This is an optimization exercise on Yosys and OpenROAD, whose aim is small area, not a production implementation. Function was checked by simulation only, so behaviour that the tests miss may differ from the original.

**flow/run.sh**
```bash
#!/bin/bash
# synth_recipe.tcl (not shown) runs the flow's synth.tcl, then flattens the netlist and writes it again
# the make line also repeats each setting of config.mk as NAME=value (left out here)
make -C /OpenROAD-flow-scripts/flow DESIGN_CONFIG=/design/flow/config.mk WORK_HOME=/design/flow/orfs CLKGATE_MAP_FILE= SYNTH_SCRIPT=/design/flow/synth_recipe.tcl finish
```
**flow/config.mk**
```make
export PLATFORM = sky130hd
export DESIGN_NAME = i2s_mavg
export DESIGN_NICKNAME = i2s_mavg
export VERILOG_FILES = /design/flow/design.v
export SDC_FILE = /design/flow/constraint.sdc
export NUM_CORES = 4
export LEC_CHECK = 0
export CAP_MARGIN = 20
export CORE_MARGIN = 2
export CORE_UTILIZATION = 40
export SLEW_MARGIN = 20
```
**flow/constraint.sdc**
```tcl
create_clock -name core_clock -period 20.0 [get_ports {clk}]
set_input_delay 4.0000 -clock core_clock [delete_from_list [all_inputs] [get_ports {clk}]]
set_output_delay 4.0000 -clock core_clock [all_outputs]
set_load 0.01 [all_outputs]
```
**flow/design.v**
```verilog
module audio_serial_to_parallel (
	input AUD_BCK,     
	input rst,         
	input AUD_LRCK,    
	input AUD_ADCDAT,
	output reg [15:0] AUD_outL,
	output reg [15:0] AUD_outR
);
reg [3:0] counter;
reg LRprev;
reg newR;
reg newL;
reg outDone;  
reg [15:0] audL_temp;
reg [15:0] audR_temp;
always@(posedge AUD_BCK)  
begin	
	if (rst) begin
		counter = 4'b1111;
		LRprev = 1'b0;
		outDone = 1'b1;
		audL_temp = 16'b0;
		audR_temp = 16'b0;
		newL = 1'b0;
		newR = 1'b0;
		AUD_outL <= 16'b0;
		AUD_outR <= 16'b0;
	end else begin
	newL = LRprev && ~AUD_LRCK;
	newR = ~LRprev && AUD_LRCK;
	LRprev = AUD_LRCK;
	if(~outDone) begin  
		if(AUD_LRCK) begin
			audR_temp[counter] = AUD_ADCDAT;
		end else begin
			audL_temp[counter] = AUD_ADCDAT;
		end
	end
	if(counter > 4'b0) begin
		counter = counter - 4'b1;
	end else begin
		outDone = 1'b1;
	end
	if(newR || newL) begin
		counter = 4'b1111;
		outDone = 1'b0;
		if(newR) begin
			AUD_outL <= audL_temp;
		end else if (newL) begin
			AUD_outR <= audR_temp;
		end
	end
	end
end
endmodule
module movingAverageFilter(
	output reg [17:0] addr_out,
	output reg signed [15:0] data_out,
	output reg rwb,
	input wire BCK,
	input wire rst,  
	input wire LRCK,
	input wire signed [15:0] inL,
	input wire signed [15:0] inR,
	input wire signed [15:0] memoryRead,
	output reg signed [15:0] outL,
	output reg signed [15:0] outR
);
	reg LRCK_prev;
	localparam signed [15:0] avgLength = 80;  
	integer accumulatorL;
	integer accumulatorR;
	reg [7:0] BCKCounter;  
	localparam integer gain = 2;
always @(posedge BCK) begin
	if (rst) begin
		BCKCounter = 8'b0;
		accumulatorL = 0;
		accumulatorR = 0;
		LRCK_prev = LRCK;
		addr_out <= 18'b0;
		data_out <= 16'sb0;
		rwb <= 1'b1;
		outL <= 16'sb0;
		outR <= 16'sb0;
	end else begin
	BCKCounter = (LRCK != LRCK_prev)?8'b1:BCKCounter + 1;  
	case (BCKCounter)
		8'd2:	rwb <= 1;
		8'd3: begin
			accumulatorL = LRCK ? (accumulatorL+inL-memoryRead) : accumulatorL;
			accumulatorR = LRCK ? accumulatorR : (accumulatorR+inR-memoryRead);
			outL <= LRCK?(accumulatorL/avgLength*gain):outL ;  
			outR <= LRCK? outR:(accumulatorR/avgLength*gain);
			data_out <= LRCK?inL:inR;
			rwb <= 0;  
		end
		8'd4: rwb <= 1;
		8'd5: addr_out <= (addr_out == (avgLength-1))? 18'b0:(addr_out + 1);  
	endcase
	LRCK_prev = LRCK;
	end
end
endmodule
module audio_parallel_to_serial (
	input AUD_BCK,     
	input rst,         
	input AUD_LRCK,    
	output reg AUD_DATA,
	input [15:0] AUD_inL,
	input [15:0] AUD_inR
);
reg [3:0] counter;
reg LRprev;
reg go;
reg LorR;
always@(negedge AUD_BCK)  
begin
	if (rst) begin
		counter = 4'hF;
		LorR = 1'b0;
		AUD_DATA = 1'b0;
	end else begin
		if(go == 1'b1) begin
			counter = 4'hF;
			LorR = AUD_LRCK;  
		end
		AUD_DATA = LorR?(AUD_inR[counter]):(AUD_inL[counter]);
		if(counter != 4'b0) begin
			counter = counter - 1;
		end
	end
end
always @(posedge AUD_BCK) begin
	if (rst) begin
		go = 1'b0;
		LRprev = 1'b0;
	end else begin
	if(LRprev != AUD_LRCK) begin
			go = 1'b1;  
		end else begin
			go = 1'b0;
	end
	LRprev = AUD_LRCK;
	end
end
endmodule
module i2s_mavg (
	input         clk,         
	input         rst,         
	input         lrck,        
	input         adcdat,      
	input         dsp_en,      
	input  [15:0] sram_rdata,  
	output [17:0] sram_addr,   
	output [15:0] sram_wdata,  
	output        sram_we_n,   
	output        dacdat       
);
	wire [15:0] inL, inR;
	wire [15:0] fL, fR;
	wire dat_dsp, dat_pass;
	audio_serial_to_parallel u_des (
		.AUD_BCK(clk), .rst(rst), .AUD_LRCK(lrck), .AUD_ADCDAT(adcdat),
		.AUD_outL(inL), .AUD_outR(inR)
	);
	movingAverageFilter u_mavg (
		.addr_out(sram_addr), .data_out(sram_wdata), .rwb(sram_we_n),
		.BCK(clk), .rst(rst), .LRCK(lrck), .inL(inL), .inR(inR),
		.memoryRead(sram_rdata), .outL(fL), .outR(fR)
	);
	audio_parallel_to_serial u_ser_dsp (
		.AUD_BCK(clk), .rst(rst), .AUD_LRCK(lrck), .AUD_DATA(dat_dsp),
		.AUD_inL(fL), .AUD_inR(fR)
	);
	audio_parallel_to_serial u_ser_pass (
		.AUD_BCK(clk), .rst(rst), .AUD_LRCK(lrck), .AUD_DATA(dat_pass),
		.AUD_inL(inL), .AUD_inR(inR)
	);
	assign dacdat = dsp_en ? dat_dsp : dat_pass;
endmodule
```
==> out/qor.yml, run 1 <==
outcome: "timing/DRC/antenna clean"
cpMaxStageDelayCell: "o211ai_1"
wl_per_cell_um: 18.3
die_h_um: 253
dpl.hpwl_mm: 57.2
grt_usage: 0.231
place_congestion: 0.914
tightest_slew_ns: 1.09
n_fill_cell: 6361
drc_errors: 0
gr-total-overflow: 0
antenna_cells: 0
drv_slew: 0
cts_tree: "done"
die_x_um: 253
cp-end-kind: "flop"
cap_violations: 0
setup_viol: 0
port_buffers: 56
grt_pass1_vias: 22541
firstDrtPassIters: 6
crit_fanout: 18
synth_area_mm2: 0.0247
period_needed_ns: 18.36
relSlewSlack: 0.270
synth_cell_types: 138
cts_buffers: 27
core_area_mm2: 0.0615
start_util: 0.402
drive_gt1_frac: 0.0733
fin_tns_setup_ns: 0
io_pins: 57
cts.sinks: 221
ys_warn_count: 3
rsz0062_at_grt: "false"
cts_hold_buf: 0
grt_pass1_wl_mm: 122
clk-insertion-delay-late_ns: 0.61
synthArstFlopShare: 0
grt_max_degree: 79
fmax_mhz: 54.5
grt_antenna_before_repair: 0
dieArea_mm2: 0.0639
area_growth_pct: 8.06
clk_pin_slew_ns: 0.06
synthFlopType: "dfxtp_1"
ys_seq_area_frac: 0.179
finalHoldViolCount: 0
htree_levels: 1
synth_edf_count: 0
wirelength_mm: 75.7
ant_nets: 0
holdWs_ns: 0.455
fin_crit_sh: 0.918
clk_path_buf_depth: 3
post_cts_buffers: 0
cts_root_buf: "clkbuf_16"
fin_skew_ns: 0.0607
rows: 91
dr_total_vias: 24895
hp-class: "reg -> reg"
drt_iter0_markers: 2253
critical_path_required_ns: 20.48
cts_resized: 0
fin_nets: 3486
cp.arrival_ns: 18.84
startpoint_type: "primary input"
syn_nets: 3534
via_per_inst: 6.03
max_stage_delay_ns: 0.87
critPathKind: "in -> reg"
netlist_instances: 3371
ys_ff_latch: 221
syn_avg_cell_area_um2: 7.34
-- per-stage QoR --
step                      setup WS, ns  utilization  cells  cell area (µm²)
after floorplan                   1.78            -   3371            24700
after global placement            1.26        0.419   4070            25700
after detailed placement          1.41        0.419   4070            25700
after CTS                         1.94        0.434   4128            26700
after global routing             0.432        0.435   4131            26700
final                             1.64        0.435   4131            26700
-- cell usage after synthesis (59+ instances only) --
library cell,instances,area (µm²)
xor2_1,84,736
nand2_1,354,1330
nor2_1,410,1540
dfxtp_1,221,4420
ha_1,80,1000
mux2i_1,59,591
a211oi_1,93,698
o21ai_0,125,626
fa_1,62,1240
xnor2_1,104,911
nor3_1,111,556
a21oi_1,208,1040
nand3_1,104,521
clkbuf_1,118,443
inv_1,248,931
-- routing by layer --
metal,vias up,global-route usage,share of wire
met1,11845,0.335,0.48
li1,12223,-,-
met5,-,0,0
met3,103,0.0192,0.051
met2,724,0.366,0.44
met4,0,0.0578,0.024
-- kinds of logic after synthesis --
kind of cell               share of synthesized area
AOI/OAI and AO/OA                              0.292
buffers and inverters                         0.0698
and+or+nand+nor                                0.253
DFF                                            0.179
adders and majority gates                     0.0918
muxes                                         0.0478
xor gates and xnor gates                      0.0672
-- sequential cells by signal, summed over array words and instances (netlist names), 4 cells and up --
name                 count
u_mavg.addr_out         18
u_ser_pass.counter       4
u_des.AUD_outL          16
u_des.audR_temp         16
u_mavg.outL             15
u_mavg.outR             15
u_mavg.accumulatorR     32
u_des.counter            4
u_ser_dsp.counter        4
u_mavg.BCKCounter        8
u_des.audL_temp         16
u_des.AUD_outR          16
u_mavg.data_out         16
u_mavg.accumulatorL     32
-- layout make-up --
| cell class | count | area [µm²] | share of cell area |
|---|---|---|---|
| sequential | 221 | 4420 | 0.165 |
| clock inverter | 28 | 211 | 0.00791 |
| timing repair buffer | 87 | 808 | 0.0302 |
| multi-input combinational | 2726 | 18600 | 0.697 |
| clock buffer | 31 | 733 | 0.0274 |
| tap | 790 | 988 | 0.0370 |
| inverter | 248 | 931 | 0.0348 |
-- placed cells by master (no fill, tap or decap), drive strengths merged, types with 60 or more instances in the layout --
cell and count:
nor2 416, nand2 356, inv 263, dfxtp 221, a21oi 220, o21ai 157, nor3 114, nand3 108
xnor2 105, a211oi 100, xor2 84, ha 80, fa 62, mux2i 60
-- worst max-delay path, delay by kind of cell --
family	cells	cell delay, ns
xor gates and xnor gates	3	0.88
adders and majority gates	3	0.98
AOI/OAI and AO/OA	22	7.02
and+or+nand+nor	16	4.58
buffers and inverters	4	1.31
-- final timing paths --
kind / startpoint / end / slack [ns] / depth (start not counted)
worst min-delay path: u_mavg.accumulatorL[10]$_SDFFE_PP0N_ / u_mavg.accumulatorL[10]$_SDFFE_PP0N_ / 0.46 / 2
worst max register to register: u_des.AUD_outL[15]$_SDFFE_PP0P_ / u_mavg.outL[7]$_SDFFE_PP0P_ / 4.85 / 48
worst max-delay path: sram_rdata[15] / u_mavg.outL[7]$_SDFFE_PP0P_ / 1.64 / 48
worst min register to register: u_mavg.accumulatorL[10]$_SDFFE_PP0N_ / u_mavg.accumulatorL[10]$_SDFFE_PP0N_ / 0.46 / 2
==> run 2: changes to the inputs <==
==> flow/design.v (replaced) <==
module i2s_mavg (
	input         clk,         
	input         rst,         
	input         lrck,        
	input         adcdat,      
	input         dsp_en,      
	input  [15:0] sram_rdata,  
	output [17:0] sram_addr,   
	output [15:0] sram_wdata,  
	output        sram_we_n,   
	output        dacdat       
);
	reg        lrp;     
	reg  [3:0] cnt;     
	reg        done;    
	reg [15:0] sL, sR;  
	wire tog = lrp ^ lrck;
	always @(posedge clk) begin
		if (rst) begin
			lrp  <= 1'b0;
			cnt  <= 4'hF;
			done <= 1'b1;
		end else begin
			lrp <= lrck;
			if (tog) begin
				cnt  <= 4'hF;
				done <= 1'b0;
			end else if (cnt != 4'h0)
				cnt <= cnt - 4'h1;
			else
				done <= 1'b1;
		end
	end
	always @(posedge clk) begin
		if (rst) begin
			sL <= 16'h0;
			sR <= 16'h0;
		end else if (!done && !tog) begin
			if (lrck) sR[cnt] <= adcdat;
			else      sL[cnt] <= adcdat;
		end
	end
	localparam [2:0] C0 = 3'd0, C1 = 3'd1, C2 = 3'd2, C3 = 3'd3, C4 = 3'd4,
	                 C5 = 3'd5, P1 = 3'd6, P2 = 3'd7;
	reg [2:0] fc;
	reg       we_n;
	reg [6:0] addr;
	reg       d15;      
	always @(posedge clk) begin
		if (rst) begin
			fc   <= C0;
			we_n <= 1'b1;
			addr <= 7'd0;
			d15  <= 1'b0;
		end else begin
			case (fc)
				C0:      fc <= P1;
				P1:      fc <= tog ? P1 : P2;
				P2:      fc <= tog ? P1 : C3;
				C1:      fc <= tog ? C1 : C2;
				C2:      fc <= tog ? C1 : C3;
				C3:      fc <= tog ? C1 : C4;
				C4:      fc <= tog ? C1 : C5;
				default: fc <= tog ? C1 : C5;
			endcase
			if (!tog) begin
				if (fc == C1 || fc == P1) we_n <= 1'b1;
				if (fc == C2 || fc == P2) begin
					we_n <= 1'b0;
					d15  <= lrck ? sL[15] : sR[15];
				end
				if (fc == C3) we_n <= 1'b1;
				if (fc == C4) addr <= (addr == 7'd79) ? 7'd0 : addr + 7'd1;
			end
		end
	end
	wire showL = lrp ^ (fc == C1 || fc == C2);
	assign sram_wdata = {d15, showL ? sL[14:0] : sR[14:0]};
	reg z1, z2;
	always @(posedge clk) begin
		z1 <= z1 & ~rst;
		z2 <= z2 & ~rst;
	end
	wire wcyc = (fc == C3 && ((cnt == 4'd13 && !done) || (cnt == 4'd12 && done))
	                      && d15 == (lrp ? sL[15] : sR[15]))
	         || (fc == C1 && cnt == 4'hF && !done && d15 == (lrp ? sR[15] : sL[15]));
	assign sram_addr  = {{6{z1}}, {5{z2}}, addr};
	assign sram_we_n  = we_n | ~wcyc;
	reg signed [22:0] accA, accB;
	wire upd = (fc == C3);
	wire signed [22:0] sum = accB + {{7{sram_wdata[15]}}, sram_wdata}
	                              - {{7{sram_rdata[15]}}, sram_rdata};
	wire signed [22:0] nb = upd ? sum : accB;
	always @(posedge clk) begin
		if (rst) begin
			accA <= 23'sd0;
			accB <= 23'sd0;
		end else if (tog) begin
			accA <= nb;
			accB <= accA;
		end else
			accB <= nb;
	end
	wire go = (cnt == 4'hF) & ~done;
	reg  lor;
	wire lor_n = go ? lrck : lor;
	reg  dpass, ddsp;
	reg  [2:0] rr;
	wire [22:0] biased = accA + (accA[22] ? 23'd79 : 23'd0);
	wire [18:0] y = biased[22:4];
	reg  [2:0] r0;
	always @(*) begin
		case (y[18:15])
			4'd0, 4'd5, 4'd11:        r0 = 3'd0;  
			4'd1, 4'd6, 4'd12:        r0 = 3'd1;
			4'd2, 4'd7, 4'd8, 4'd13:  r0 = 3'd2;
			4'd3, 4'd9, 4'd14:        r0 = 3'd3;
			default:                  r0 = 3'd4;  
		endcase
	end
	wire [3:0] cm1 = cnt - 4'd1;
	wire [2:0] rc  = (cnt == 4'hF) ? r0 : rr;
	wire [3:0] t   = {rc, y[cm1]};
	wire       qb  = (t >= 4'd5);
	wire [3:0] tr  = qb ? t - 4'd5 : t;
	always @(negedge clk) begin
		if (rst) begin
			lor   <= 1'b0;
			dpass <= 1'b0;
			ddsp  <= 1'b0;
		end else begin
			lor <= lor_n;
			if (cnt != 4'h0 || !done)
				dpass <= lor_n ? sR[cnt] : sL[cnt];
			ddsp <= (cnt != 4'h0) & qb;
		end
		rr <= tr[2:0];
	end
	assign dacdat = dsp_en ? ddsp : dpass;
endmodule
==> run 2 against run 1 <==
Against the previous run: count of clock-buffer cells in the layout decreased by 20; hold slack improved by 0.024 ns; flip-flop and latch count decreased by 117; utilization increased by 2.2 points; clock skew about the same; highest routed layer unchanged.
==> out/qor.yml, run 2 <==
outcome: "timing/DRC/antenna clean"
critPathKind: "in -> reg"
htree_levels: 3
die_h_um: 144
drt_iter0_markers: 533
fin_skew_ns: 0.0605
ant_nets: 0
synth_edf_count: 0
synthFlopType: "dfxtp_1"
relSlewSlack: 0.417
clk_pin_slew_ns: 0.07
max_stage_delay_ns: 0.63
grt_antenna_before_repair: 1
rows: 51
startpoint_type: "primary input"
start_util: 0.406
core_area_mm2: 0.0194
synth.top_cells.by_area: "dfxtp_1 26%, nor2_1 7.0%, ha_1 6.2%, fa_1 5.6%, nand2_1 4.3%"
n_fill_cell: 1992
clk-insertion-delay-late_ns: 0.42
ys_seq_area_frac: 0.264
synthArstFlopShare: 0
cts_buffers: 9
tightest_slew_ns: 0.869
dr_total_vias: 7033
synth.most_common_cell: "nor2_1"
crit_fanout: 13
drc_errors: 0
synth_area_mm2: 0.00788
post_cts_buffers: 0
regArea_mm2: 0.00208
antenna_cells: 0
cp.arrival_ns: 6.00
grt_usage: 0.213
yosys.area.top_type: "dfxtp_1"
port_buffers: 56
area_growth_pct: 12.3
ys_warn_count: 1
dieArea_mm2: 0.0208
drive_gt1_frac: 0.0642
cp-end-kind: "flop"
io_pins: 57
preCtsSetupSlack_ns: 3.90
worst_slack_ns: 4.29
synth_cell_types: 71
wl_per_cell_um: 16.7
grt_pass1_vias: 6474
holdWs_ns: 0.480
critical_path_required_ns: 10.29
ys_ff_latch: 104
grt_pass1_wl_mm: 34.7
drv_slew: 0
rsz0062_at_grt: "false"
netlist_instances: 998
syn_nets: 1080
wirelength_mm: 21.4
multiInputGateArea_mm2: 0.00530
fin_nets: 1089
firstDrtPassIters: 5
via_per_inst: 5.51
cts_resized: 0
cap_violations: 0
gr-total-overflow: 0
fin_tns_setup_ns: 0
synth_top_area_share: 0.264
die_x_um: 144
cts_root_buf: "clkbuf_16"
place_congestion: 0.881
finalHoldViolCount: 0
hp-class: "reg -> reg"
synth_top_cells_by_count: "148 x nor2_1, 104 x dfxtp_1, 90 x nand2_1"
setup_viol: 0
cts_tree: "done"
worstPathCellList: "clkdlybuf4s50_1 > mux2i_1 > buf_4 > mux4_2 > o2111ai_1 > o211ai_1 > o22ai_1 > nor2_1"
clk_path_buf_depth: 2
grt_max_degree: 80
layout_commonest_cell: "nor2_1"
cts_hold_buf: 0
layout_common_cells: "148 x nor2_1, 104 x dfxtp_1, 90 x nand2_1"
cts.sinks: 104
syn_avg_cell_area_um2: 7.90
cpMaxStageDelayCell: "clkdlybuf4s50_1"
dpl.hpwl_mm: 15.8
## run 2: cell types whose count changed after synthesis, moves of 88 or more
cell,previous run,this run
nand2_1,354,90
nor2_1,410,148
inv_1,248,55
a21oi_1,208,50
dfxtp_1,221,104
nor3_1,111,21
o21ai_0,125,35
xnor2_1,104,16
## run 2: metrics by stage
stage,instance area [µm²],utilization,cells
global placement,8540,0.440,1256
floorplan,7880,-,998
detailed placement,8540,0.440,1256
CTS,8850,0.456,1277
finish,8850,0.456,1277
global route,8850,0.456,1277
## run 2: layout make-up
cell class,count,share of cell area
Timing Repair Buffer,65,0.0704
Clock buffer,11,0.0263
Tap cell,265,0.0375
Multi-Input combinational cell,766,0.598
Clock inverter,11,0.00933
Inverter,55,0.0233
Sequential cell,104,0.235
## run 2: cells by family (layout without fill, tap and decap cells)
logic type                 count (synthesis)  count (layout)  synth area share
and+or+nand+nor                          373             373             0.225
AOI/OAI and AO/OA                        253             253             0.220
buffers and inverters                    128             142            0.0681
DFF                                      104             104             0.264
adders and majority gates                 61              61             0.118
muxes                                     52              52            0.0752
xor gates and xnor gates                  27              27            0.0300
## run 2: critical path: cells and delay by family
family,cells,cell delay (ns)
and+or+nand+nor,1,0.05
muxes,2,0.58
buffers and inverters,2,0.89
AOI/OAI and AO/OA,3,0.48
## run 2: final timing paths
| kind | depth (start not counted) | end | slack [ns] | from |
|---|---|---|---|---|
| setup / recovery | 8 | dpass$_SDFFE_NP0P_ | 4.29 | lrck |
| hold / removal | 1 | we_n$_SDFFE_PP1P_ | 0.48 | we_n$_SDFFE_PP1P_ |
| setup reg to reg | 14 | rr[1]$_DFF_N_ | 5.91 | accA[22]$_SDFFE_PP0N_ |
| hold reg to reg | 1 | we_n$_SDFFE_PP1P_ | 0.48 | we_n$_SDFFE_PP1P_ |
## run 2: routing by layer
| metal | GRT usage | routed length [µm] |
|---|---|---|
| met5 | 0 | 0 |
| met4 | 0.0772 | 558 |
| met2 | 0.328 | 9530 |
| met1 | 0.299 | 10400 |
| met3 | 0.0364 | 920 |
==> run 3: changes to the inputs <==
--- a/flow/design.v
+++ b/flow/design.v
@@ -88,16 +88,36 @@
 	assign sram_we_n  = we_n | ~wcyc;
-	reg signed [22:0] accA, accB;
+	reg [22:0] accA, accB;
 	wire upd = (fc == C3);
-	wire signed [22:0] sum = accB + {{7{sram_wdata[15]}}, sram_wdata}
-	                              - {{7{sram_rdata[15]}}, sram_rdata};
-	wire signed [22:0] nb = upd ? sum : accB;
+	wire [16:0] e;
+	wire [16:0] ec;
+	assign ec[0] = 1'b1;
+	genvar gi;
+	generate
+		for (gi = 0; gi < 16; gi = gi + 1) begin : g_sub
+			wire a = sram_wdata[gi], b = ~sram_rdata[gi];
+			assign e[gi] = a ^ b ^ ec[gi];
+			if (gi < 15) assign ec[gi+1] = (a & b) | (ec[gi] & (a ^ b));
+			else         assign ec[16]   = (a & b) | (ec[gi] & (a ^ b));
+		end
+	endgenerate
+	assign e[16] = sram_wdata[15] ^ ~sram_rdata[15] ^ ec[16];
+	wire [22:0] g = {{6{e[16] & upd}}, e & {17{upd}}};
+	wire [22:0] sum;
+	wire [23:0] sc;
+	assign sc[0] = 1'b0;
+	generate
+		for (gi = 0; gi < 23; gi = gi + 1) begin : g_acc
+			assign sum[gi]  = accB[gi] ^ g[gi] ^ sc[gi];
+			assign sc[gi+1] = (accB[gi] & g[gi]) | (sc[gi] & (accB[gi] ^ g[gi]));
+		end
+	endgenerate
 	always @(posedge clk) begin
 		if (rst) begin
-			accA <= 23'sd0;
-			accB <= 23'sd0;
+			accA <= 23'd0;
+			accB <= 23'd0;
 		end else if (tog) begin
-			accA <= nb;
+			accA <= sum;
 			accB <= accA;
 		end else
-			accB <= nb;
+			accB <= sum;
 	end
@@ -108,4 +128,19 @@
 	reg  [2:0] rr;
-	wire [22:0] biased = accA + (accA[22] ? 23'd79 : 23'd0);
-	wire [18:0] y = biased[22:4];
+	wire sg = accA[22];
+	wire [18:0] ah = accA[22:4];
+	wire [18:0] y;
+	wire [19:0] yc;
+	assign yc[0] = sg & (accA[3:0] != 4'd0);
+	assign y[0] = ah[0] ^ yc[0];
+	assign yc[1] = ah[0] & yc[0];
+	assign y[1] = ah[1] ^ yc[1];
+	assign yc[2] = ah[1] & yc[1];
+	assign y[2] = ah[2] ^ sg ^ yc[2];
+	assign yc[3] = (ah[2] & sg) | (yc[2] & (ah[2] ^ sg));
+	generate
+		for (gi = 3; gi < 19; gi = gi + 1) begin : g_y
+			assign y[gi] = ah[gi] ^ yc[gi];
+			assign yc[gi+1] = ah[gi] & yc[gi];
+		end
+	endgenerate
 	reg  [2:0] r0;
==> flow/flow/run.sh (new file) <==
#!/bin/bash
# Standard synthesis, then the combinational logic re-mapped by ABC for area
# (flip-flops untouched), then the standard layout with the ports buffered by
# the smallest buffer cell.
set -euo pipefail
R=$(pwd)/orfs/results/${FLOW_PLATFORM}/i2s_mavg/base
LIB=${FLOW_HOME}/platforms/${FLOW_PLATFORM}/lib/sky130_fd_sc_hd__tt_025C_1v80.lib
bash standard.sh synth > synth.log 2>&1
cp $R/1_2_yosys.v $R/1_2_yosys_standard.v
sed -e "s#LIBFILE#$LIB#g" -e "s#NETIN#$R/1_2_yosys_standard.v#" -e "s#NETOUT#$R/1_2_yosys_area.v#" \
    -e "s#TOP#${FLOW_TOP}#" -e "s#ABCSCRIPT#$(pwd)/flow/area.abc#" flow/reabc.ys > reabc_run.ys
yosys -l reabc.log reabc_run.ys > /dev/null 2>&1
cp $R/1_2_yosys_area.v $R/1_2_yosys.v
export BUFFER_PORTS_ARGS="-buffer_cell sky130_fd_sc_hd__buf_1"
bash standard.sh finish > finish.log 2>&1
==> flow/flow/area.abc (new file) <==
strash
&get -n
&deepsyn -T 10
&put
dch -f
map -a
==> flow/flow/reabc.ys (new file) <==
# Re-map the combinational logic of the standard synthesis for area.
# The flip-flops are kept as they are (same cells, names and connections).
read_liberty -ignore_miss_func LIBFILE
read_verilog NETIN
hierarchy -top TOP
blackbox sky130_fd_sc_hd__dfxtp_1 sky130_fd_sc_hd__dfxtp_2 sky130_fd_sc_hd__dfxtp_4
flatten
rename -hide w:*.*
opt -purge
techmap
opt -purge
abc -liberty LIBFILE -script ABCSCRIPT -dont_use *probe* -dont_use *lpflow* -dont_use *clkdly* -dont_use *dlygate* -dont_use *clkbuf* -dont_use *clkinv*
opt_clean -purge
hilomap -singleton -hicell sky130_fd_sc_hd__conb_1 HI -locell sky130_fd_sc_hd__conb_1 LO
setundef -zero
insbuf -buf sky130_fd_sc_hd__buf_1 A X
check
stat -liberty LIBFILE
write_verilog -noattr -nohex -nodec NETOUT
==> flow/standard.sh (new file) <==
#!/bin/bash
# synth_recipe.tcl (not shown) runs the flow's synth.tcl, then flattens the netlist and writes it again
# the make line also repeats each setting of config.mk as NAME=value (left out here)
make -C /OpenROAD-flow-scripts/flow DESIGN_CONFIG=/design/flow/config.mk WORK_HOME=/design/flow/orfs CLKGATE_MAP_FILE= SYNTH_SCRIPT=/design/flow/synth_recipe.tcl "${@:-finish}"
--- a/flow/config.mk
+++ b/flow/config.mk
@@ -10,2 +10,3 @@
 export CORE_UTILIZATION = 40
+export CTS_BUF_LIST = sky130_fd_sc_hd__clkbuf_8
 export SLEW_MARGIN = 20
removed: flow/run.sh
==> run 3 against run 2 <==
Against the previous run: count of clock-buffer cells in the layout fell by 2; via count is 22% lower; synthesized area decreased by 29%; non-clock buffer count shrank 4; die area decreased by 28%.
==> out/qor.yml, run 3 <==
outcome: "timing/DRC/antenna clean"
drt_iter0_markers: 279
fin_nets: 910
setup_viol: 0
layout_commonest_cell: "inv_1"
cp-end-kind: "output port"
preCtsSetupSlack_ns: 4.70
rows: 43
r2r_cells: 33
clk_path_buf_depth: 2
holdPathStages: 2
via_per_inst: 5.12
cts_tree: "done"
dieArea_mm2: 0.0149
worstReg2RegEnd: "rr[1]$_DFF_N_"
grt_usage: 0.204
antenna_cells: 0
cp.arrival_ns: 11.16
cts_resized: 0
critPathKind: "reg -> out"
cts_hold_buf: 0
dpl.hpwl_mm: 11.0
reg2reg_slack_ns: 5.65
place_congestion: 0.939
tightest_slew_ns: 0.783
crit_fanout: 2
syn_avg_cell_area_um2: 6.77
io_pins: 57
area_growth_pct: 11.6
gr-total-overflow: 0
ant_nets: 0
timing.rr.start: "accA[1]$_SDFFE_PP0N_"
wirelength_mm: 14.6
htree_levels: 3
startpoint_type: "flop"
cap_violations: 0
max_stage_delay_ns: 0.29
syn_nets: 845
core_area_mm2: 0.0138
crit_family: "flip-flops"
start_util: 0.405
rsz0062_at_grt: "false"
die_x_um: 122
drv_slew: 0
post_cts_buffers: 0
drive_gt1_frac: 0.0358
fin_skew_ns: 0.0487
relSlewSlack: 0.472
holdPathEnd: "addr[3]$_SDFFE_PP0P_"
fin_tns_setup_ns: 0
dr_total_vias: 5495
grt_pass1_vias: 4961
cts.sinks: 104
hp-class: "reg -> reg"
grt_pass1_wl_mm: 23.9
netlist_instances: 824
drc_errors: 0
cpMaxStageDelayCell: "dfxtp_1"
cts_root_buf: "clkbuf_8"
clk_pin_slew_ns: 0.09
critical_path_required_ns: 16.00
wl_per_cell_um: 13.6
finalHoldViolCount: 0
path_buf_inv: 2
port_buffers: 56
synth_area_mm2: 0.00558
cts_buffers: 9
grt_antenna_before_repair: 0
grt_max_degree: 40
worstPathCellList: "inv_1 > o21ai_0 > buf_1"
clk-insertion-delay-late_ns: 0.43
hp-start: "addr[3]$_SDFFE_PP0P_"
worst_slack_ns: 4.84
ys_warn_count: 1
layout_common_cells: "149 x inv_1, 132 x o21ai_0, 116 x nand2_1"
die_h_um: 122
firstDrtPassIters: 5
==> run 3: tightest hold or removal path, cell delays in order (launching register included) <==
cell	delay (ns)
dfxtp_1	0.32
inv_1	0.06
a21oi_1	0.06
==> run 3: worst max-delay path by stage <==
stage / start / depth (start not counted) / endpoint
after floorplan: lrck / 7 / dpass$_SDFFE_NP0P_
after global placement: lrck / 8 / dpass$_SDFFE_NP0P_
after detailed placement: lrck / 8 / dpass$_SDFFE_NP0P_
after CTS: dpass$_SDFFE_NP0P_ / 3 / dacdat
after global routing: dpass$_SDFFE_NP0P_ / 3 / dacdat
final: dpass$_SDFFE_NP0P_ / 3 / dacdat
==> run 3: metal layers <==
layer	global-route usage	share of wire	routed length (µm)	vias to the layer above
met1	0.280	0.49	7120	2473
li1	-	-	-	2866
met4	0.0790	0.023	338	0
met3	0.0370	0.052	757	24
met2	0.319	0.44	6380	132
met5	0	0	0	-
==> run 3: final cells by class <==
class / instances / area, µm²
fillers: 1511 / 7540
flip-flops and latches: 104 / 2080
repair buffers: 61 / 248
inverters: 140 / 526
multi-input cells: 567 / 2930
clock buffers: 9 / 124
well taps: 180 / 225
clock inverters: 13 / 92.6
==> run 3: stage by stage <==
step	utilization	hold WS, ns	area [µm²]	cells
after floorplan	-	0.448	5580	824
after global placement	0.437	0.462	6020	1053
after detailed placement	0.437	0.459	6020	1053
after CTS	0.452	0.475	6230	1074
after global routing	0.452	0.509	6230	1074
final	0.452	0.473	6230	1074
==> run 4: changes to the inputs <==
--- a/flow/design.v
+++ b/flow/design.v
@@ -89,24 +89,14 @@
 	reg [22:0] accA, accB;
+	wire upr = (fc == C2 || fc == P2) && !tog;
 	wire upd = (fc == C3);
-	wire [16:0] e;
-	wire [16:0] ec;
-	assign ec[0] = 1'b1;
+	wire [15:0] xo = ({16{upd}} & sram_wdata) | ({16{upr}} & ~sram_rdata);
+	wire [22:0] x  = {{7{xo[15]}}, xo};
+	wire [22:0] sum;
+	wire [23:0] sc;
+	assign sc[0] = upr;
 	genvar gi;
 	generate
-		for (gi = 0; gi < 16; gi = gi + 1) begin : g_sub
-			wire a = sram_wdata[gi], b = ~sram_rdata[gi];
-			assign e[gi] = a ^ b ^ ec[gi];
-			if (gi < 15) assign ec[gi+1] = (a & b) | (ec[gi] & (a ^ b));
-			else         assign ec[16]   = (a & b) | (ec[gi] & (a ^ b));
-		end
-	endgenerate
-	assign e[16] = sram_wdata[15] ^ ~sram_rdata[15] ^ ec[16];
-	wire [22:0] g = {{6{e[16] & upd}}, e & {17{upd}}};
-	wire [22:0] sum;
-	wire [23:0] sc;
-	assign sc[0] = 1'b0;
-	generate
 		for (gi = 0; gi < 23; gi = gi + 1) begin : g_acc
-			assign sum[gi]  = accB[gi] ^ g[gi] ^ sc[gi];
-			assign sc[gi+1] = (accB[gi] & g[gi]) | (sc[gi] & (accB[gi] ^ g[gi]));
+			assign sum[gi]  = accB[gi] ^ x[gi] ^ sc[gi];
+			assign sc[gi+1] = (accB[gi] & x[gi]) | (sc[gi] & (accB[gi] ^ x[gi]));
 		end
==> run 4 against run 3 <==
Against the previous run: critical path type is now in -> reg; sequential share of layout area is 2.2 points higher; still clean; hold slack better by 0.0014 ns; non-clock buffer count is 2 higher; utilization is 0.84 points higher; wire length is 1.6% higher; final cell count is 7.8% lower; largest cell class unchanged; highest routed layer unchanged; synthesized cell count is 9.5% lower.
==> out/qor.yml, run 4 <==
drive_gt1_frac: 0.0281
crit_fanout: 7
layout_common_cells: "141 x o21ai_0, 121 x nand2_1, 111 x inv_1"
wl_per_cell_um: 15.0
startpoint_type: "primary input"
hp-start: "z2$_DFF_P_"
tightest_slew_ns: 0.721
grt_pass1_vias: 4973
post_cts_buffers: 0
drv_slew: 0
critical_path_required_ns: 10.28
die_h_um: 118
grt_max_degree: 29
finalHoldViolCount: 0
cp-end-kind: "flop"
die_x_um: 118
grt_usage: 0.219
io_pins: 57
cpMaxStageDelayCell: "a221o_2"
hp-class: "reg -> reg"
critPathKind: "in -> reg"
rsz0062_at_grt: "false"
startpoint: "lrck"
cp.arrival_ns: 5.75
cts.sinks: 104
fin_util: 0.461
port_buffers: 56
cts_hold_buf: 0
drc_errors: 0
dpl.hpwl_mm: 11.1
fin_tns_setup_ns: 0
cts_resized: 0
fin_nets: 834
clk_pin_slew_ns: 0.09
via_per_inst: 5.32
gr-total-overflow: 0
relSlewSlack: 0.518
cts_tree: "done"
htree_levels: 3
ys_warn_count: 1
core_area_mm2: 0.0127
clk-insertion-delay-late_ns: 0.42
synth_area_mm2: 0.00522
place_congestion: 0.924
firstDrtPassIters: 5
syn_avg_cell_area_um2: 6.99
max_stage_delay_ns: 0.36
ant_nets: 0
area_growth_pct: 11.9
syn_nets: 767
cap_violations: 0
antenna_cells: 0
dr_total_vias: 5265
fin_skew_ns: 0.0533
clk_path_buf_depth: 2
cts_buffers: 9
wirelength_mm: 14.8
n_fill_cell: 1329
outcome: "timing/DRC/antenna clean"
cts_root_buf: "clkbuf_8"
worstPathCellList: "buf_1 > inv_1 > nand2_1 > o21ai_0 > inv_1 > o211ai_1 > o2111ai_1 > a221o_2 > a32oi_1 > a311oi_1"
path_buf_inv: 3
setup_viol: 0
timing.rr.start: "accA[3]$_SDFFE_PP0P_"
dieArea_mm2: 0.0140
netlist_instances: 746
crit_family: "compound AO/OA/AOI/OAI gates"
rows: 41
grt_pass1_wl_mm: 24.8
start_util: 0.412
drt_iter0_markers: 457
grt_antenna_before_repair: 0
layout_commonest_cell: "o21ai_0"
cp_common_cell: "inv_1"
==> run 4: cell types whose count changed in the layout (fill, tap and decap cells not counted), moves of 9 or more <==
cell,delta
inv_1,-38
maj3_1,+10
nand3_1,-12
nor2_1,-14
o21ai_0,+9
o22ai_1,-17
xor2_1,-13
==> run 4: per-layer routing <==
layer | global-route usage | share of wire | routed length, µm
met1 | 0.305 | 0.47 | 6960
met2 | 0.345 | 0.44 | 6540
met3 | 0.0497 | 0.080 | 1190
met4 | 0.0489 | 0.0096 | 142
met5 | 0 | 0 | 0
==> run 4: worst register-to-register path: cells and delay by family, from the launching register on <==
family	cells	cell delay (ns)
DFF	1	0.32
and+or+nand+nor	23	2.79
buffers and inverters	9	0.71
AOI/OAI and AO/OA	3	0.39
==> run 4: area by class of cell <==
type | count | area (µm²) | share of cell area
timing repair buffer | 63 | 270 | 0.0463
clock buffer | 9 | 124 | 0.0212
inverter | 105 | 394 | 0.0675
multi-input combinational | 524 | 2690 | 0.461
sequential | 104 | 2080 | 0.357
tap | 172 | 215 | 0.0369
clock inverter | 13 | 62.6 | 0.0107
==> run 4: per-stage QoR <==
| stage | hold WS [ns] | area [µm²] | setup slack (ns) | std cells |
|---|---|---|---|---|
| detailed placement | 0.461 | 5660 | 4.14 | 969 |
| floorplan | 0.439 | 5220 | 4.54 | 746 |
| finish | 0.474 | 5840 | 4.53 | 990 |
| CTS | 0.476 | 5840 | 4.56 | 990 |
| global route | 0.511 | 5840 | 4.39 | 990 |
| global placement | 0.453 | 5640 | 4.24 | 968 |
==> run 4: path summary, 6_finish.rpt <==
kind	depth (start not counted)	end	slack [ns]
setup reg to reg	35	rr[1]$_DFF_N_	5.72
hold / removal	2	z2$_DFF_P_	0.47
hold reg to reg	2	z2$_DFF_P_	0.47
setup / recovery	10	dpass$_SDFFE_NP0P_	4.53
==> run 5: changes to the inputs <==
==> flow/flow/area.abc (replaced) <==
strash
&get -n
&deepsyn -T 10
&put
dch -f
amap
==> run 5 against run 4 <==
Against the previous run: still clean on timing, DRC and antenna; final cell count down 5.6%; worst setup slack improved by 0.083 ns; hold slack improved by 0.024 ns; synthesized cell count fell by 6.4%; utilization is 0.38 points higher; global-route usage rose by 0.75 points; largest cell class unchanged; highest routed layer unchanged.
==> out/qor.yml, run 5 <==
die_x_um: 116
drt_iter0_markers: 437
critical_path_required_ns: 10.29
wirelength_mm: 14.7
place_congestion: 0.923
n_fill_cell: 1285
grt_antenna_before_repair: 0
startpoint_type: "primary input"
multiInputGateArea_mm2: 0.00254
gr-total-overflow: 0
grt_pass1_wl_mm: 23.7
clk_pin_slew_ns: 0.11
syn_avg_cell_area_um2: 7.16
area_growth_pct: 12.5
grt_usage: 0.227
finalNonFillerCells: 935
fin_tns_setup_ns: 0
cp.arrival_ns: 5.68
fin_skew_ns: 0.0486
grt_max_degree: 48
clk-insertion-delay-late_ns: 0.42
post-place-cells: 914
relSlewSlack: 0.508
cap_violations: 0
start_util: 0.413
firstDrtPassIters: 5
layout_commonest_cell: "nor2_1"
hp-class: "reg -> reg"
outcome: "timing/DRC/antenna clean"
hp-start: "accA[3]$_SDFFE_PP0P_"
clk_path_buf_depth: 2
dr_total_vias: 5240
ant_nets: 0
io_pins: 57
die_h_um: 116
tightest_slew_ns: 0.731
holdWs_ns: 0.498
fin_nets: 783
timing.rr.start: "accA[22]$_SDFFE_PP0P_"
layout_common_cells: "123 x nor2_1, 104 x dfxtp_1, 102 x o21ai_0"
synth_area_mm2: 0.00500
drv_slew: 0
antenna_cells: 0
htree_levels: 3
rsz0062_at_grt: "false"
setup_viol: 0
grt_pass1_vias: 4788
syn_nets: 719
cts_hold_buf: 0
cts_resized: 0
crit_fanout: 7
post_cts_buffers: 0
wl_per_cell_um: 15.7
cts_root_buf: "clkbuf_8"
ys_warn_count: 1
drive_gt1_frac: 0.0261
fin_util: 0.465
dpl.hpwl_mm: 10.8
rows: 40
dieArea_mm2: 0.0134
finalHoldViolCount: 0
via_per_inst: 5.60
drc_errors: 0
startpoint: "lrck"
cts.sinks: 104
regArea_mm2: 0.00208
cts_tree: "done"
port_buffers: 56
core_area_mm2: 0.0121
cts_buffers: 9
netlist_instances: 698
cp-end-kind: "flop"
critPathKind: "in -> reg"
## run 5: layer usage
metal  global-route usage  vias to the layer above  wire, µm
li1                     -                     2613         -
met2                0.365                      208      6570
met4               0.0714                        0       318
met1                0.299                     2389      6690
met3               0.0575                       30      1140
met5                    0                        -         0
## run 5: through the flow
stage	cell area (µm²)	worst slack [ns]
floorplan	5000	4.72
global placement	5410	4.41
detailed placement	5410	4.31
CTS	5630	4.70
global route	5630	4.28
finish	5630	4.61
## run 5: cell type report
class / instances / area share
multi-input cells: 492 / 0.451
flip-flops and latches: 104 / 0.370
inverters: 89 / 0.0594
repair buffers: 60 / 0.0427
well taps: 168 / 0.0374
clock buffers: 10 / 0.0245
clock inverters: 12 / 0.0153
## run 5: critical path: stages
cell and delay, ns:
buf_1 0.15, nand2_1 0.07, o21ai_0 0.28, inv_1 0.27, o22ai_1 0.20, nor2_1 0.06
nor4_1 0.25, o21ai_0 0.11, a31oi_1 0.22, a211oi_1 0.07
## run 5: final timing paths
kind / to / slack, ns / cells past startpoint
hold / removal: accB[3]$_SDFF_PP0_ / 0.50 / 2
hold reg to reg: accB[3]$_SDFF_PP0_ / 0.50 / 2
setup / recovery: dpass$_SDFFE_NP0P_ / 4.61 / 10
setup reg to reg: rr[0]$_DFF_N_ / 4.96 / 28
==> run 6: changes to the inputs <==
--- a/flow/config.mk
+++ b/flow/config.mk
@@ -11,2 +11,3 @@
 export CTS_BUF_LIST = sky130_fd_sc_hd__clkbuf_8
+export CTS_CLUSTER_SIZE = 26
 export SLEW_MARGIN = 20
==> run 6 against run 5 <==
Against the previous run: utilization did not move; die area did not move; highest routed layer unchanged; hold slack did not move; cell area did not move; still clean; critical endpoint unchanged; final cell count did not move; critical path depth did not move; clock skew did not move; register-to-register slack barely moved.
==> out/qor.yml, run 6 <==
outcome: "timing/DRC/antenna clean"
ant_nets: 0
cts_hold_buf: 0
clk_path_buf_depth: 2
synth_area_mm2: 0.00500
wirelength_mm: 14.7
io_pins: 57
tightest_slew_ns: 0.731
cp_common_cell: "o21ai_0"
grt_pass1_wl_mm: 23.7
via_per_inst: 5.60
critPathKind: "in -> reg"
place_congestion: 0.923
clk_pin_slew_ns: 0.11
worstPathCellList: "buf_1 > nand2_1 > o21ai_0 > inv_1 > o22ai_1 > nor2_1 > nor4_1 > o21ai_0 > a31oi_1 > a211oi_1"
dieArea_mm2: 0.0134
syn_avg_cell_area_um2: 7.16
area_growth_pct: 12.5
layout_common_cells: "123 x nor2_1, 104 x dfxtp_1, 102 x o21ai_0"
drc_errors: 0
layout_commonest_cell: "nor2_1"
cpMaxStageDelayCell: "o21ai_0"
finalHoldViolCount: 0
port_buffers: 56
fin_nets: 783
grt_max_degree: 48
cts_tree: "done"
grt_antenna_before_repair: 0
cts_resized: 0
grt_pass1_vias: 4788
netlist_instances: 698
finalNonFillerCells: 935
crit_fanout: 7
firstDrtPassIters: 5
place_area_mm2: 0.00541
die_x_um: 116
critical_path_required_ns: 10.29
fin_tns_setup_ns: 0
antenna_cells: 0
post_cts_buffers: 0
die_h_um: 116
fin_skew_ns: 0.0486
htree_levels: 3
drive_gt1_frac: 0.0261
design_area_mm2: 0.00563
grt_usage: 0.227
start_util: 0.413
cts_buffers: 9
post-place-cells: 914
drt_iter0_markers: 437
setup_viol: 0
cts.sinks: 104
ys_warn_count: 1
cts_root_buf: "clkbuf_8"
max_stage_delay_ns: 0.28
cap_violations: 0
dpl.hpwl_mm: 10.8
syn_nets: 719
hp-class: "reg -> reg"
wl_per_cell_um: 15.7
rsz0062_at_grt: "false"
rows: 40
drv_slew: 0
cp.arrival_ns: 5.68
startpoint_type: "primary input"
cp-end-kind: "flop"
clk-insertion-delay-late_ns: 0.42
dr_total_vias: 5240
relSlewSlack: 0.508
gr-total-overflow: 0
n_fill_cell: 1285
core_area_mm2: 0.0121
[run 6: layout make-up]
type | count | area (µm²) | share of cell area
clock inverter | 12 | 86.3 | 0.0153
clock buffer | 10 | 138 | 0.0245
inverter | 89 | 334 | 0.0594
timing repair buffer | 60 | 240 | 0.0427
multi-input combinational | 492 | 2540 | 0.451
sequential | 104 | 2080 | 0.370
tap | 168 | 210 | 0.0374
[run 6: per-stage QoR]
step	utilization	worst slack, ns	hold slack [ns]
after floorplan	-	4.72	0.428
after detailed placement	0.446	4.31	0.466
after global routing	0.465	4.28	0.511
final	0.465	4.61	0.498
after CTS	0.465	4.70	0.493
after global placement	0.446	4.41	0.462
[run 6: final timing paths]
path,cells past startpoint,to,startpoint,slack (ns)
max reg2reg,28,rr[0]$_DFF_N_,accA[22]$_SDFFE_PP0P_,4.96
min,2,accB[3]$_SDFF_PP0_,accA[3]$_SDFFE_PP0P_,0.50
max,10,dpass$_SDFFE_NP0P_,lrck,4.61
min reg2reg,2,accB[3]$_SDFF_PP0_,accA[3]$_SDFFE_PP0P_,0.50
[run 6: layer usage]
metal	GRT usage	up-vias	share of wire
li1	-	2613	-
met5	0	-	0
met3	0.0575	30	0.077
met2	0.365	208	0.45
met4	0.0714	0	0.022
met1	0.299	2389	0.45
[run 6: critical path, delay by kind of cell]
family | cells | cell delay [ns]
compound gates | 5 | 0.88
buf+inv | 2 | 0.42
simple gates | 3 | 0.38
==> run 7: changes to the inputs <==
--- a/flow/config.mk
+++ b/flow/config.mk
@@ -10,4 +10,4 @@
 export CORE_UTILIZATION = 40
-export CTS_BUF_LIST = sky130_fd_sc_hd__clkbuf_8
-export CTS_CLUSTER_SIZE = 26
+export CTS_BUF_LIST = sky130_fd_sc_hd__clkbuf_16
+export CTS_CLUSTER_SIZE = 40
 export SLEW_MARGIN = 20
==> run 7 against run 6 <==
Against the previous run: flip-flop and latch count stayed put; wire length is 0.14% lower; synthesized area did not move; still clean on timing, DRC and antenna; register-to-register slack improved by 0.11 ns; worst setup slack lost 0.055 ns; critical path type unchanged.
==> out/qor.yml, run 7 <==
gr-total-overflow: 0
wl_per_cell_um: 15.7
drt_iter0_markers: 506
start_util: 0.413
outcome: "timing/DRC/antenna clean"
fin_skew_ns: 0.0674
dpl.hpwl_mm: 10.8
die_h_um: 116
critPathKind: "in -> reg"
design_area_mm2: 0.00571
critical_path_required_ns: 10.27
cap_violations: 0
crit_family: "compound AO/OA/AOI/OAI gates"
firstDrtPassIters: 7
antenna_cells: 0
port_buffers: 56
startpoint: "lrck"
core_area_mm2: 0.0121
worst-path-stages: 10
grt_pass1_vias: 4769
ant_nets: 0
dr_total_vias: 5244
syn_nets: 719
multiInputGateArea_mm2: 0.00254
finalHoldViolCount: 0
cts_hold_buf: 0
post-place-cells: 914
place_area_mm2: 0.00541
crit_end: "dpass$_SDFFE_NP0P_"
clk-insertion-delay-late_ns: 0.41
syn_avg_cell_area_um2: 7.16
cp_common_cell: "o21ai_0"
reg2reg_slack_ns: 5.07
clk_path_buf_depth: 2
tightest_slew_ns: 0.746
die_x_um: 116
fin_nets: 783
cpMaxStageDelayCell: "o21ai_0"
r2r_cells: 28
worstPathCellList: "buf_1 > nand2_1 > o21ai_0 > inv_1 > o22ai_1 > nor2_1 > nor4_1 > o21ai_0 > a31oi_1 > a211oi_1"
drive_gt1_frac: 0.0261
max_stage_delay_ns: 0.29
layout_commonest_cell: "nor2_1"
cts_root_buf: "clkbuf_16"
cts.sinks: 104
area_growth_pct: 14.2
clk_pin_slew_ns: 0.07
drc_errors: 0
holdPathStages: 2
drv_slew: 0
netlist_instances: 698
timing.rr.start: "accA[22]$_SDFFE_PP0P_"
layout_common_cells: "123 x nor2_1, 104 x dfxtp_1, 102 x o21ai_0"
post_cts_buffers: 0
rsz0062_at_grt: "false"
preCtsSetupSlack_ns: 4.31
fin_tns_setup_ns: 0
ys_warn_count: 1
htree_levels: 3
grt_antenna_before_repair: 0
startpoint_type: "primary input"
finalNonFillerCells: 935
grt_pass1_wl_mm: 23.7
n_fill_cell: 1277
cts_buffers: 9
hp-class: "reg -> reg"
cts_resized: 0
cp-end-kind: "flop"
cp.arrival_ns: 5.72
setup_viol: 0
worst_slack_ns: 4.55
regArea_mm2: 0.00208
rows: 40
path_buf_inv: 2
cts_tree: "done"
wirelength_mm: 14.7
worstReg2RegEnd: "rr[0]$_DFF_N_"
dieArea_mm2: 0.0134
via_per_inst: 5.61
grt_max_degree: 48
grt_usage: 0.225
io_pins: 57
place_congestion: 0.923
crit_fanout: 7
relSlewSlack: 0.497
synth_area_mm2: 0.00500
-- run 7: through the flow --
stage	utilization	hold WS, ns
2_1_floorplan	-	0.428
3_3_place_gp	0.446	0.462
3_5_place_dp	0.446	0.466
4_1_cts	0.472	0.493
5_1_grt	0.472	0.512
6_report	0.472	0.499
-- run 7: final cells by class --
type	count	share of cell area
Tap cell	168	0.0368
Sequential cell	104	0.364
Inverter	89	0.0585
Timing Repair Buffer	60	0.0420
Multi-Input combinational cell	492	0.444
Clock inverter	12	0.0105
Clock buffer	10	0.0438
-- run 7: how the worst min path moves through the flow --
stage | from | end | slack [ns]
after floorplan | dpass$_SDFFE_NP0P_ | dpass$_SDFFE_NP0P_ | 0.43
after global placement | dpass$_SDFFE_NP0P_ | dpass$_SDFFE_NP0P_ | 0.46
after detailed placement | dpass$_SDFFE_NP0P_ | dpass$_SDFFE_NP0P_ | 0.47
after CTS | accA[3]$_SDFFE_PP0P_ | accB[3]$_SDFF_PP0_ | 0.49
after global routing | accA[3]$_SDFFE_PP0P_ | accB[3]$_SDFF_PP0_ | 0.51
final | accA[3]$_SDFFE_PP0P_ | accB[3]$_SDFF_PP0_ | 0.50
-- run 7: per-layer routing --
metal / GRT usage / share of wire
met4: 0.0571 / 0.014
met3: 0.0544 / 0.071
met5: 0 / 0
met2: 0.370 / 0.45
met1: 0.299 / 0.46
-- run 7: worst min-delay path: stages (launching register included) --
cell and delay [ns]:
dfxtp_1 0.32, inv_1 0.07, o22ai_1 0.08
==> run 8: changes to the inputs <==
--- a/flow/design.v
+++ b/flow/design.v
@@ -114,5 +114,5 @@
 	wire go = (cnt == 4'hF) & ~done;
-	reg  lor;
+	reg  lor;           
 	wire lor_n = go ? lrck : lor;
-	reg  dpass, ddsp;
+	reg  dph;           
 	reg  [2:0] rr;
@@ -150,14 +150,8 @@
 	wire [3:0] tr  = qb ? t - 4'd5 : t;
-	always @(negedge clk) begin
-		if (rst) begin
-			lor   <= 1'b0;
-			dpass <= 1'b0;
-			ddsp  <= 1'b0;
-		end else begin
-			lor <= lor_n;
-			if (cnt != 4'h0 || !done)
-				dpass <= lor_n ? sR[cnt] : sL[cnt];
-			ddsp <= (cnt != 4'h0) & qb;
-		end
-		rr <= tr[2:0];
+	wire dpass = rst ? 1'b0 : (cnt != 4'h0 || !done) ? (lor_n ? sR[cnt] : sL[cnt]) : dph;
+	wire ddsp  = ~rst & (cnt != 4'h0) & qb;
+	always @(posedge clk) begin
+		lor <= ~rst & lor_n;
+		dph <= dpass;
+		rr  <= tr[2:0];
 	end
--- a/flow/config.mk
+++ b/flow/config.mk
@@ -9,5 +9,4 @@
 export CORE_MARGIN = 2
-export CORE_UTILIZATION = 40
-export CTS_BUF_LIST = sky130_fd_sc_hd__clkbuf_16
-export CTS_CLUSTER_SIZE = 40
+export CORE_UTILIZATION = 70
+export CTS_BUF_LIST = sky130_fd_sc_hd__clkbuf_8
 export SLEW_MARGIN = 20
==> run 8 against run 7 <==
Against the previous run: global-route usage is 14 points higher; hold slack better by 0.0040 ns; via count up 1.9%; first-iteration DRC count up 20%; cell area fell by 4.5%; sequential share of layout area grew 1.4 points.
==> out/qor.yml, run 8 <==
outcome: "timing/DRC/antenna clean"
grt_usage: 0.361
period_needed_ns: 9.83
fin_skew_ns: 0.0115
reg2reg_slack_ns: 13.18
drive_gt1_frac: 0.0254
fin_crit_sh: 0.491
r2r_cells: 47
holdPathStages: 2
fin_util: 0.803
rows: 30
gr-total-overflow: 0
cts_buffers: 9
syn_nets: 705
fmax_mhz: 102
hp-start: "sR[4]$_SDFFE_PP0P_"
grt_pass1_vias: 4682
core_area_mm2: 0.00679
area_growth_pct: 10.4
ys_warn_count: 1
cap_violations: 0
cts_hold_buf: 0
routed-wl-met3_mm: 1.45
grt_max_degree: 48
cp-end-kind: "output port"
die_x_um: 88.0
start_util: 0.727
fin_tns_setup_ns: 0
finalHoldViolCount: 0
io_pins: 57
critPathKind: "in -> out"
worstReg2RegEnd: "accA[22]$_SDFFE_PP0P_"
timing.rr.start: "fc[0]$_SDFF_PP0_"
hp-class: "reg -> reg"
cts_tree: "done"
netlist_instances: 684
drt_iter0_markers: 605
dr_total_vias: 5345
drv_slew: 0
fin_nets: 764
m1WireLength_mm: 5.52
synth_area_mm2: 0.00494
top_layer_used: "met4"
antenna_cells: 0
tightest_slew_ns: 0.734
clk_path_buf_depth: 2
startpoint_type: "primary input"
grt_pass1_wl_mm: 21.9
firstDrtPassIters: 6
dpl.hpwl_mm: 9.75
cpMaxStageDelayCell: "a2111oi_0"
via_per_inst: 6.33
clk_pin_slew_ns: 0.09
post_cts_buffers: 0
drc_errors: 0
grt_antenna_before_repair: 0
place_congestion: 1.02
holdPathEnd: "sR[4]$_SDFFE_PP0P_"
ant_nets: 0
layout_commonest_cell: "dfxtp_1"
critical_path_required_ns: 16.00
rsz0062_at_grt: "false"
syn_avg_cell_area_um2: 7.22
dieArea_mm2: 0.00774
clk-insertion-delay-late_ns: 0.37
worstPathCellList: "buf_1 > o22ai_1 > inv_1 > a2111oi_0 > nor4_1 > nor3_1 > inv_1 > o32ai_1 > buf_1"
wirelength_mm: 13.8
htree_levels: 3
path_buf_inv: 4
crit_family: "compound AO/OA/AOI/OAI gates"
setup_viol: 0
cts_root_buf: "clkbuf_8"
port_buffers: 56
cp.arrival_ns: 5.82
wl_per_cell_um: 16.3
cts_resized: 0
relSlewSlack: 0.510
cts.sinks: 103
layout_common_cells: "103 x dfxtp_1, 101 x o21ai_0, 99 x inv_1"
crit_fanout: 5
die_h_um: 88.0
wl_met2_mm: 6.23
max_stage_delay_ns: 0.43
run 8: final cells by class:
type,instances,area [µm²]
fillers,491,1340
inverters,98,368
clock buffers,10,138
multi-input cells,471,2460
clock inverters,6,61.3
well taps,96,120
flip-flops and latches,103,2060
repair buffers,60,240
run 8: worst max-delay path by stage:
stage          from                  end  slack [ns]  cells after the start
3_3_place_gp   lrck               dacdat       10.37                      9
6_report       lrck               dacdat       10.18                      9
5_1_grt        lrck  accB[22]$_SDFF_PP0_        9.98                     44
4_1_cts        lrck               dacdat       10.26                      9
3_5_place_dp   lrck               dacdat       10.29                      9
2_1_floorplan  lrck               dacdat       10.74                      7
run 8: worst register-to-register path: cells and delay by family, from the launching register on:
kind	cells	cell delay, ns
compound gates	8	1.64
buf+inv	3	0.67
flops	1	0.36
simple gates	36	4.04
run 8: per-stage QoR:
step | hold WS (ns) | setup WS, ns | area, µm² | std cells
finish | 0.503 | 10.18 | 5450 | 844
global route | 0.521 | 9.98 | 5450 | 844
floorplan | 0.462 | 10.74 | 4940 | 684
global placement | 0.471 | 10.37 | 5260 | 828
CTS | 0.502 | 10.26 | 5450 | 844
detailed placement | 0.489 | 10.29 | 5260 | 828
run 8: layer usage:
metal / global-route usage / vias up
met5: 0 / -
met4: 0.168 / 0
met3: 0.0952 / 62
met2: 0.560 / 366
met1: 0.471 / 2358
li1: - / 2559
==> run 9: changes to the inputs <==
--- a/flow/config.mk
+++ b/flow/config.mk
@@ -9,3 +9,3 @@
 export CORE_MARGIN = 2
-export CORE_UTILIZATION = 70
+export CORE_UTILIZATION = 40
 export CTS_BUF_LIST = sky130_fd_sc_hd__clkbuf_8
==> run 9 against run 8 <==
Against the previous run: largest cell class unchanged; non-clock buffer count up 1; register-to-register slack better by 0.11 ns; critical endpoint unchanged; sequential share of layout area decreased by 0.66 points; highest routed layer unchanged; count of clock-buffer cells in the layout rose by 1; wire length is 3.9% higher; first-iteration DRC count down 28%; utilization down 34 points; via count fell by 4.2%; global-route usage fell by 14 points.
==> out/qor.yml, run 9 <==
outcome: "timing/DRC/antenna clean"
rsz0062_at_grt: "false"
finalHoldViolCount: 0
wl_per_cell_um: 16.0
cts_root_buf: "clkbuf_8"
fin_nets: 765
ant_nets: 0
port_buffers: 56
grt_max_degree: 48
fin_tns_setup_ns: 0
grt_pass1_wl_mm: 23.3
fmax_mhz: 100
m1WireLength_mm: 6.61
antenna_cells: 0
tightest_slew_ns: 0.763
clk_pin_slew_ns: 0.09
htree_levels: 3
cap_violations: 0
clk-insertion-delay-late_ns: 0.38
period_needed_ns: 10.00
cp-end-kind: "output port"
grt_antenna_before_repair: 0
cts_tree: "done"
gr-total-overflow: 0
post_cts_buffers: 0
drive_gt1_frac: 0.0254
wl_met2_mm: 6.22
cts_buffers: 9
netlist_instances: 684
drc_errors: 0
start_util: 0.411
top_layer_used: "met4"
holdWs_ns: 0.493
cp.arrival_ns: 6.00
wirelength_mm: 14.3
fin_skew_ns: 0.00884
core_area_mm2: 0.0120
syn_avg_cell_area_um2: 7.22
finalNonFillerCells: 896
grt_pass1_vias: 4726
io_pins: 57
via_per_inst: 5.72
clk_path_buf_depth: 2
layout_common_cells: "103 x dfxtp_1, 101 x o21ai_0, 100 x inv_1"
drt_iter0_markers: 433
cts.sinks: 103
fin_crit_sh: 0.500
place_congestion: 0.953
area_growth_pct: 12.4
cts_hold_buf: 0
max_stage_delay_ns: 0.50
layout_commonest_cell: "dfxtp_1"
crit_fanout: 5
post-place-cells: 880
rows: 40
drv_slew: 0
routed-wl-met3_um: 964
startpoint_type: "primary input"
syn_nets: 705
die_h_um: 115
dieArea_mm2: 0.0133
hp-class: "reg -> reg"
die_x_um: 115
dpl.hpwl_mm: 10.4
relSlewSlack: 0.490
setup_viol: 0
cpMaxStageDelayCell: "a2111oi_0"
ys_warn_count: 1
critical_path_required_ns: 16.00
critPathKind: "in -> out"
dr_total_vias: 5122
worstPathCellList: "buf_1 > o22ai_1 > inv_1 > a2111oi_0 > nor4_1 > nor3_1 > inv_1 > o32ai_1 > buf_1"
cts_resized: 0
firstDrtPassIters: 5
grt_usage: 0.223
synth_area_mm2: 0.00494
[run 9: critical path: cells and delay by family]
kind,cells,cell delay [ns]
simple gates,2,0.37
buf+inv,4,0.56
compound gates,3,1.05
[run 9: area by class of cell]
type | instances | area (µm²)
fill | 1233 | 6460
multi-input combinational | 471 | 2460
sequential | 103 | 2060
inverter | 98 | 368
timing repair buffer | 61 | 248
tap | 147 | 184
clock buffer | 11 | 151
clock inverter | 5 | 72.6
[run 9: routing by layer]
metal  global-route usage  vias up
met4                0.111        0
li1                     -     2558
met1                0.302     2329
met3               0.0416       33
met5                    0        -
met2                0.342      202
[run 9: final timing paths]
| check | cells past startpoint | slack (ns) | end | startpoint |
|---|---|---|---|---|
| hold reg to reg | 2 | 0.49 | accB[0]$_SDFF_PP0_ | accA[0]$_SDFFE_PP0P_ |
| setup / recovery | 9 | 10.0 | dacdat | lrck |
| setup reg to reg | 47 | 13.29 | accB[22]$_SDFF_PP0_ | fc[0]$_SDFF_PP0_ |
| hold / removal | 2 | 0.49 | accB[0]$_SDFF_PP0_ | accA[0]$_SDFFE_PP0P_ |
[run 9: through the flow]
step           area [µm²]   util  worst slack, ns
2_1_floorplan        4940      -            10.74
3_3_place_gp         5330  0.443            10.28
3_5_place_dp         5330  0.443            10.08
4_1_cts              5550  0.462            10.07
5_1_grt              5550  0.462             9.78
6_report             5550  0.462             10.0

what the ideal ports hide:
Ports are ideal in the flow. The routed layouts listed here were re-timed in OpenROAD.
Step 1: set_driving_cell puts a clkbuf_16 on clk and a buf_2 on each other input, an assumption about the parent block.
Step 2, shift: input delay + t, output delay - t, t = (earliest + latest rising clock arrival at the registers) / 2. This alone moves slack from input paths to output paths.
Slacks: ideal ports / drivers / drivers and shift; pairs: ideal ports / drivers.
run	shift t [ns]	setup WS [ns]	hold slack, ns	latest minus earliest clock arrival (ns)	slew at the worst register clock pin (ns)
run 8	0.393	10.175 / 10.146 / 10.146	0.503 / 0.503 / 0.503	0.012 / 0.012	0.10 / 0.10
run 9	0.406	9.999 / 9.977 / 9.977	0.493 / 0.493 / 0.493	0.009 / 0.009	0.10 / 0.10
After both steps every run listed still meets setup and hold. The setup slack of run 8, which loses most, moves by -0.029 ns with the drivers and by -0.029 ns with both steps.
